Source: an optimization exercise on an open RTL-to-GDS flow (aim: small area, a short achievable clock period and few clock cycles). Production flows keep margins and buffers that such runs may drop. In this exercise RTL edits were held to simulation tests only and were not proved equivalent to the original.

== P ==
## kernel
module kernel#(parameter BIT_SIZE = 8,
               parameter INPUT_WIDTH=6,
               parameter INPUT_HEIGHT=6,
               parameter CHANNEL_SIZE=1,
               parameter SUBKERNEL_OUT_BIT = 20,
               parameter KERNEL_WIDTH = 3,
               parameter KERNEL_HEIGHT = 3,
               parameter STRIDE = 1,
               parameter OUTPUT_WIDTH = (INPUT_WIDTH - KERNEL_WIDTH) / STRIDE + 1,
               parameter OUTPUT_HEIGHT = (INPUT_HEIGHT - KERNEL_HEIGHT) / STRIDE + 1,
               parameter CHANNEL_EXTENSION_BIT = 2
               )(
    input [INPUT_WIDTH*INPUT_HEIGHT*CHANNEL_SIZE*BIT_SIZE-1:0] input_buffer,
    input [KERNEL_WIDTH*KERNEL_HEIGHT*CHANNEL_SIZE*BIT_SIZE-1:0] kernel_buffer,
    input signed [BIT_SIZE-1:0] bias,
    input clock,reset,enable,
    output  [(SUBKERNEL_OUT_BIT + CHANNEL_EXTENSION_BIT)*OUTPUT_WIDTH*OUTPUT_HEIGHT - 1 :0] conv_result,
    output reg done
    );
    localparam RW = 22;
    localparam NC = 44;
    localparam PPW = 324;
    wire [191:0] lane = reset ? input_buffer[0 +: 192] : input_buffer[96 +: 192];
    wire [107:0] enc;
    wire [21:0] nb;
    wire [8:0] negs [0:3];
    genvar t, i, r, c;
    for (t = 0; t < 9; t = t + 1) begin : g_w
        wire [7:0] w = kernel_buffer[8*t +: 8];
        wire [8:0] wx = {w, 1'b0};
        for (i = 0; i < 4; i = i + 1) begin : g_d
            wire b2 = wx[2*i+2], b1 = wx[2*i+1], b0 = wx[2*i];
  ...
Size in the first run: ~130000 sq um of cells after synthesis.
clock: 7.0 ns
lec_check: 0
abc_area: 0
cap_margin: 40
core_margin: 2
core_utilization: 35
place_density: 0.6
setup_slack_margin: 1.5
slew_margin: 40
synth_hierarchical: 1
synth_minimum_keep_size: 0
standard.sh (not shown) runs the stock make flow with config.mk's settings and CLKGATE_MAP_FILE= SYNTH_SCRIPT=/design/flow/synth_recipe.tcl, a recipe that flattens the netlist after the stock synthesis.
==> flow/flow/run.sh <==
#!/bin/bash
# The standard layout (the standard.sh, unchanged synthesis and steps),
# with plain buffers (buf_2) as the port buffers instead of the default
# delay-cell buffers.  All tool output goes to the ORFS logs and to
# standard_sh.log in this folder.
set -euo pipefail
export BUFFER_PORTS_ARGS="-buffer_cell sky130_fd_sc_hd__buf_2"
bash standard.sh > standard_sh.log 2>&1
P ran to completion and came out clean on the timing, DRC and antenna checks.
Testbench counts of P, summed over its fixed seeds: cycles 192.
Edits applied to the flow inputs when going from P to Q:
# P
export LEC_CHECK = 0
export ABC_AREA = 0
export CAP_MARGIN = 40
export CORE_MARGIN = 2
export CORE_UTILIZATION = 35
export PLACE_DENSITY = 0.6
export SETUP_SLACK_MARGIN = 1.5
export SLEW_MARGIN = 40
export SYNTH_HIERARCHICAL = 1
export SYNTH_MINIMUM_KEEP_SIZE = 0
create_clock -name core_clock -period 7.0 [get_ports {clock}]
# Q
export LEC_CHECK = 0
export ABC_AREA = 0
export CAP_MARGIN = 40
export CORE_MARGIN = 2
export CORE_UTILIZATION = 35
export PLACE_DENSITY = 0.5
export SETUP_SLACK_MARGIN = 1.5
export SLEW_MARGIN = 40
export SYNTH_HIERARCHICAL = 1
export SYNTH_MINIMUM_KEEP_SIZE = 0
create_clock -name core_clock -period 7.0 [get_ports {clock}]
Findings:
P has lower routed wire length than Q. Core utilization: Q higher than P. Row total number of cells along the worst setup path: Q lower / P higher. Changes observed in Q relative to P: number of iterations in the first detailed-routing pass shrank by 5; minimum period implied by the final worst setup slack went up 0.0044 ns.
diff inputs: Q => R
# Q
export LEC_CHECK = 0
export ABC_AREA = 0
export CAP_MARGIN = 40
export CORE_MARGIN = 2
export CORE_UTILIZATION = 35
export PLACE_DENSITY = 0.5
export SETUP_SLACK_MARGIN = 1.5
export SLEW_MARGIN = 40
export SYNTH_HIERARCHICAL = 1
export SYNTH_MINIMUM_KEEP_SIZE = 0
create_clock -name core_clock -period 7.0 [get_ports {clock}]
# R
export LEC_CHECK = 0
export ABC_AREA = 0
export CAP_MARGIN = 20
export CORE_MARGIN = 2
export CORE_UTILIZATION = 35
export PLACE_DENSITY = 0.5
export SETUP_SLACK_MARGIN = 1.5
export SLEW_MARGIN = 20
export SYNTH_HIERARCHICAL = 1
export SYNTH_MINIMUM_KEEP_SIZE = 0
create_clock -name core_clock -period 7.0 [get_ports {clock}]
Notes after the runs:
Non-clock buffer instance count of the final layout: R vs Q — no meaningful difference
R against Q: clock buffer instance count of the final layout rose by about 9%, wire length reported by the detailed router stayed essentially flat, total number of vias stayed essentially flat, global-route track usage on met1 stayed essentially flat.
Q vs R, endpoint of the worst setup timing path: conv_result[344] vs conv_result[346]
#### Input delta (S over R)
# R
export LEC_CHECK = 0
export ABC_AREA = 0
export CAP_MARGIN = 20
export CORE_MARGIN = 2
export CORE_UTILIZATION = 35
export PLACE_DENSITY = 0.5
export SETUP_SLACK_MARGIN = 1.5
export SLEW_MARGIN = 20
export SYNTH_HIERARCHICAL = 1
export SYNTH_MINIMUM_KEEP_SIZE = 0
create_clock -name core_clock -period 7.0 [get_ports {clock}]
# S
export LEC_CHECK = 0
export ABC_AREA = 0
export CAP_MARGIN = 40
export CORE_MARGIN = 2
export CORE_UTILIZATION = 35
export PLACE_DENSITY = 0.5
export SETUP_SLACK_MARGIN = 1.0
export SLEW_MARGIN = 40
export SYNTH_HIERARCHICAL = 1
export SYNTH_MINIMUM_KEEP_SIZE = 0
create_clock -name core_clock -period 7.0 [get_ports {clock}]
[summary]
Re maximum fanout encountered on the critical timing path: R was lower than S.
Row footprint of the multi-input gates: S lower / R higher
Looking at worst hold slack, S sits 0.0048 ns below R.
S vs. R: post-detailed-routing wire length decreased by 2.5% relative to the old numbers, arrival time reported for the critical path endpoint +2.52 ns.
Against R as the reference, S delivers a lower global-route usage.

-- port drivers added, routing unchanged --
No port has a modelled driver above. Below, the same layouts with a new extraction and two added sets of constraints. Step 1 sets driving cells, clkbuf_16 on the clock port and buf_2 on the other inputs (assumed; they add their load-dependent delay and slew). Step 2 adds t to the input delays and takes it off the output delays; t is the mean of the earliest and latest rising clock arrival at the registers after step 1. Input paths then give back, and output paths get back, about the clock's delay inside the block. a / b / c = ideal ports / drivers / drivers and shift; a / b = the first two.
| run | shift t [ns] | setup WS [ns] | hold slack, ns | cell pins on the clock port's net |
|---|---|---|---|---|
| P | 0.968 | 1.371 / 1.136 / 0.168 | 0.615 / 0.615 / 0.615 | 1 |
| Q | 0.948 | 1.367 / 1.247 / 0.466 | 0.573 / 0.573 / 0.573 | 1 |
| R | 0.957 | 1.401 / 1.213 / 0.256 | 0.583 / 0.583 / 0.583 | 1 |
| S | 0.945 | 0.958 / 1.015 / 0.070 | 0.579 / 0.579 / 0.579 | 1 |
After both steps every run listed still meets setup and hold. The setup slack of P, which loses most, moves by -0.235 ns with the drivers and by -1.203 ns with both steps.
